Source: an optimization exercise on an open RTL-to-GDS flow (aim: small area). Production flows keep margins and buffers that such runs may drop.
The RTL was checked by simulation tests, not by an equivalence proof against the original design.
Power is estimated from default activity; no workload was simulated.

==> 02-07: inputs <==
==> flow/design.v (excerpt) <==
module logicGateNet(
    input clk,
    input rst,
    input rx,
    output tx
);
Settings: LEC_CHECK=0, CAP_MARGIN=20, CORE_MARGIN=2, CORE_UTILIZATION=40, SLEW_MARGIN=20; clock period 20.0 ns.
standard.sh (not shown) runs the stock make flow with config.mk's settings and CLKGATE_MAP_FILE= SYNTH_SCRIPT=/design/flow/synth_recipe.tcl, a recipe that flattens the netlist after the stock synthesis.
==> flow/flow/run.sh <==
#!/bin/bash
# Layout flow: the standard synthesis, then the combinational logic is
# re-mapped for area with ABC (flip-flops untouched), then the standard
# layout with a smaller clock tree (no dummy loads, fewer leaf buffers).
set -euo pipefail
W=$(pwd)
R=$W/orfs/results/$FLOW_PLATFORM/logicGateNet/base
LIB=$FLOW_HOME/platforms/$FLOW_PLATFORM/lib/sky130_fd_sc_hd__tt_025C_1v80.lib

bash standard.sh synth > $W/log_1_standard_synth.log 2>&1

# re-map combinational logic of the standard netlist
cp $R/1_2_yosys.v $W/std_1_2_yosys.v
DU=$(sed -n '/DONT_USE_CELLS/,/^$/p' $FLOW_HOME/platforms/$FLOW_PLATFORM/config.mk \
     | grep -o 'sky130_fd_sc_hd__[a-z0-9_]*' | sed 's/^/-dont_use /' | tr '\n' ' ')
sed -e "s#@LIB@#$LIB#g" -e "s#@DU@#$DU#g" -e "s#@IN@#$W/std_1_2_yosys.v#g" \
    -e "s#@OUT@#$W/remap_1_2_yosys.v#g" -e "s#@ABC@#$W/flow/area.abc#g" \
    -e "s#@TOP@#$FLOW_TOP#g" $W/flow/remap.ys > $W/remap.ys
yosys -l $W/log_2_remap.log $W/remap.ys > /dev/null 2>&1
cp $W/remap_1_2_yosys.v $R/1_2_yosys.v
rm -f $R/1_synth.odb $R/1_synth.sdc

export CTS_ARGS="-sink_clustering_enable -repair_clock_nets -dont_use_dummy_load -sink_clustering_size 40 -sink_clustering_max_diameter 80 -buf_list sky130_fd_sc_hd__clkbuf_8 -root_buf sky130_fd_sc_hd__clkbuf_8"
bash standard.sh > $W/log_3_standard_layout.log 2>&1
==> flow/flow/area.abc <==
strash
&get -n
&deepsyn -T 120
&put
dch -f
amap
topo
==> flow/flow/remap.ys <==
read_liberty -ignore_miss_func @LIB@
blackbox sky130_fd_sc_hd__*df* sky130_fd_sc_hd__*dl* sky130_fd_sc_hd__conb_1
read_verilog @IN@
hierarchy -top @TOP@
tee -o remap_stat_in.txt stat -liberty @LIB@
flatten
opt_clean -purge
abc -script @ABC@ -liberty @LIB@ @DU@
opt_clean -purge
hilomap -singleton -hicell sky130_fd_sc_hd__conb_1 HI -locell sky130_fd_sc_hd__conb_1 LO
insbuf -buf sky130_fd_sc_hd__buf_4 A X
splitnets
opt_clean -purge
hierarchy -top @TOP@
tee -o remap_stat_out.txt stat -liberty @LIB@
write_verilog -noattr -nohex -nodec @OUT@
==> inputs of 06-01, as changes to 02-07 <==
--- a/flow/design.v
+++ b/flow/design.v
@@ -960,32 +960,31 @@
 endmodule
 module logicGateNet(
     input clk,
     input rst,
     input rx,
     output tx
 );
     localparam NR = 8, RL = 19;
-    localparam [8:0] T_0 = 9'd1, T_HALF = 9'd347, T_END = 9'd419;
     reg [NR*RL-1:0] ring;
     reg [4:0] ph;        
     reg [8:0] T;         
     reg [8:0] n;         
     reg [7:0] s;         
     reg [1:0] st;        
     reg txm;             
     reg pend;            
     reg a, b;            
     reg rxq;
     reg txq;
+    reg [4:0] cnt;       
+    reg [4:0] si;        
     localparam S_IDLE = 2'd0, S_START = 2'd1, S_DATA = 2'd2, S_STOP = 2'd3;
     assign tx = txq;
-    wire [4:0] cnt = {b, a, s[7:5]};
-    wire [4:0] si = s[4:0];
     wire l0_st, l0_v;
     lgn_l0 l0 (.P(n[8:1]), .a(a), .b(b), .st(l0_st), .v(l0_v));
     wire [199:0] l3;
     lgn_net nw (.q(ring), .l3(l3));
     reg [3:0] cc;
     reg [2:0] pp;
     reg vv;
     always @(*) begin
@@ -1042,58 +1041,58 @@
       6'd54: begin cc = 4'd9; pp = 3'd0; vv = 1'b1; end
       6'd55: begin cc = 4'd9; pp = 3'd1; vv = 1'b1; end
             default: ;
         endcase
     end
     wire [19:0] cls = l3[20*cc +: 20];
     wire smp = cls[si];
     wire ph0 = (ph == 5'd0);
-    wire tend = (T == T_END);
+    wire tend = (T == 9'd437);
     wire ins = pend && (ph == s[7:3]);
     integer r;
     always @(posedge clk) begin
         for (r = 0; r < NR; r = r + 1)
             ring[r*RL +: RL] <= {ring[r*RL +: RL-1],
                 (ins && s[2:0] == r) ? l0_v : ring[r*RL + RL-1]};
     end
     always @(posedge clk) begin
         rxq <= rx;
         ph <= (ph == RL-1) ? 5'd0 : ph + 5'd1;
-        T <= tend ? T_0 : {T[7:0], T[8] ^ T[4]};
+        T <= tend ? 9'd0 : T + 9'd1;
         if (ins) begin
             pend <= 1'b0;
             n <= n + 9'd1;
             s <= s + 8'd1;
         end
         if (txm) begin
             if (tend) begin
-                s <= 8'd0;
-                a <= 1'b0;
-                b <= 1'b0;
+                cnt <= 5'd0;
+                si <= 5'd0;
                 if (n[3:0] == 4'd9) begin
                     n[3:0] <= 4'd0;
                     n[6:4] <= n[6:4] + 3'd1;
                     if (n[6:4] == 3'd6) begin
                         txm <= 1'b0;
                         n <= 9'd0;
+                        s <= 8'd0;
                     end else
                         txq <= 1'b0;
                 end else begin
                     n[3:0] <= n[3:0] + 4'd1;
                     txq <= (n[3:0] == 4'd8) | (vv & cnt[pp]);
                 end
             end else if (ph0 && si != 5'd20) begin
-                {b, a, s[7:5]} <= cnt + {4'd0, smp};
-                s[4:0] <= si + 5'd1;
+                cnt <= cnt + smp;
+                si <= si + 5'd1;
             end
         end else begin
             case (st)
                 S_IDLE: begin
-                    T <= T_HALF;
+                    T <= 9'd219;
                     if (!rxq) st <= S_START;
                 end
                 S_START: if (tend) st <= rxq ? S_IDLE : S_DATA;
                 S_DATA: if (tend) begin
                     a <= b;
                     b <= rxq;
                     if (!n[0]) n <= n + 9'd1;
                     else if (l0_st) pend <= 1'b1;
@@ -1101,19 +1100,18 @@
                     if (n[2:0] == 3'd7) st <= S_STOP;
                 end
                 S_STOP: if (tend) begin
                     st <= S_IDLE;
                     if (n == 9'd400) begin
                         txm <= 1'b1;
                         txq <= 1'b0;
                         n <= 9'd0;
-                        s <= 8'd0;
-                        a <= 1'b0;
-                        b <= 1'b0;
+                        cnt <= 5'd0;
+                        si <= 5'd0;
                     end
                 end
             endcase
         end
         if (rst) begin
             ph <= 5'd0;
             n <= 9'd0;
             s <= 8'd0;
==> flow/run.sh (new file) <==
#!/bin/bash
# synth_recipe.tcl (not shown) runs the flow's synth.tcl, then flattens the netlist and writes it again
# the make line also repeats each setting of config.mk as NAME=value (left out here)
make -C /OpenROAD-flow-scripts/flow DESIGN_CONFIG=/design/flow/config.mk WORK_HOME=/design/flow/orfs CLKGATE_MAP_FILE= SYNTH_SCRIPT=/design/flow/synth_recipe.tcl finish
ABC_AREA = 1   (was default)
CTS_BUF_LIST = sky130_fd_sc_hd__clkbuf_4   (was default)
CTS_CLUSTER_SIZE = 30   (was default)
removed: flow/flow/run.sh
removed: flow/flow/area.abc
removed: flow/flow/remap.ys
removed: flow/standard.sh
==> run notes <==
Status: 02-07 timing/DRC/antenna clean; 06-01 timing/DRC/antenna clean
Register share of the cell area: 02-07 0.462; 06-01 0.381
Part of the power in combinational logic: 02-07 0.010; 06-01 0.040
Power consumed by the clock network: 02-07 200 uW; 06-01 352 uW
GR Util met2: 02-07 0.534; 06-01 0.453
Data required time of the worst path: 02-07 20.37 ns; 06-01 20.59 ns
Worst hold slack across all endpoints: 02-07 0.314 ns; 06-01 0.309 ns
Tapcell count: 02-07 265; 06-01 330
Final design instance area without fill: 02-07 8670 um2; 06-01 11,300 um2
Combined area of the multi-input logic cells: 02-07 3530 um2; 06-01 5250 um2
H-tree depth: 02-07 4; 06-01 2
Reported leakage power: 02-07 2.90 nW; 06-01 5.01 nW
P_seq: 02-07 400 uW; 06-01 432 uW
Wirelength per Cell: 02-07 27.4 um; 06-01 20.2 um
Final Critical Period: 02-07 7.37 ns; 06-01 5.86 ns
Net count, final: 02-07 1,020; 06-01 1,494
FMAX: 02-07 136 MHz; 06-01 171 MHz
DIE AREA: 02-07 21,100 um2; 06-01 27,300 um2
Routability congestion estimate: 02-07 1.09; 06-01 0.997
Count of buffers not belonging to the clock network in the layout: 02-07 13; 06-01 10
Clk pin slew, worst setup/hold paths: 02-07 0.11 ns; 06-01 0.07 ns
Max FO, Critical Path: 02-07 9; 06-01 8
Number of CTS-inserted buffers: 02-07 17; 06-01 54
Internal portion of total power: 02-07 476 uW; 06-01 610 uW
Area growth from synthesis to layout: 02-07 8.45%; 06-01 8.74%

## separate check: timing with driven ports
Ports are ideal in the flow. The routed layouts listed here were re-timed in OpenROAD. Step 1 assumes that a clkbuf_16 drives the clock port and a buf_2 every other input. Step 2 times the ports against the registers' clock, not the clock port: input delays grow and output delays shrink by t, the midpoint of the rising clock arrivals with the driver on. Slacks: ideal ports / drivers / drivers and shift; pairs: ideal ports / drivers.
run | shift t [ns] | setup slack, ns | clock arrival spread, ns | worst data-port slew with drivers (ns)
02-07 | 0.517 | 12.629 / 12.651 / 12.134 | 0.039 / 0.040 | 0.03
06-01 | 0.722 | 14.144 / 14.154 / 13.433 | 0.081 / 0.081 | 0.04
After both steps every run listed still meets setup and hold. For 06-01, which loses most, drivers alone change the setup slack by +0.010 ns; drivers and shift together by -0.711 ns.
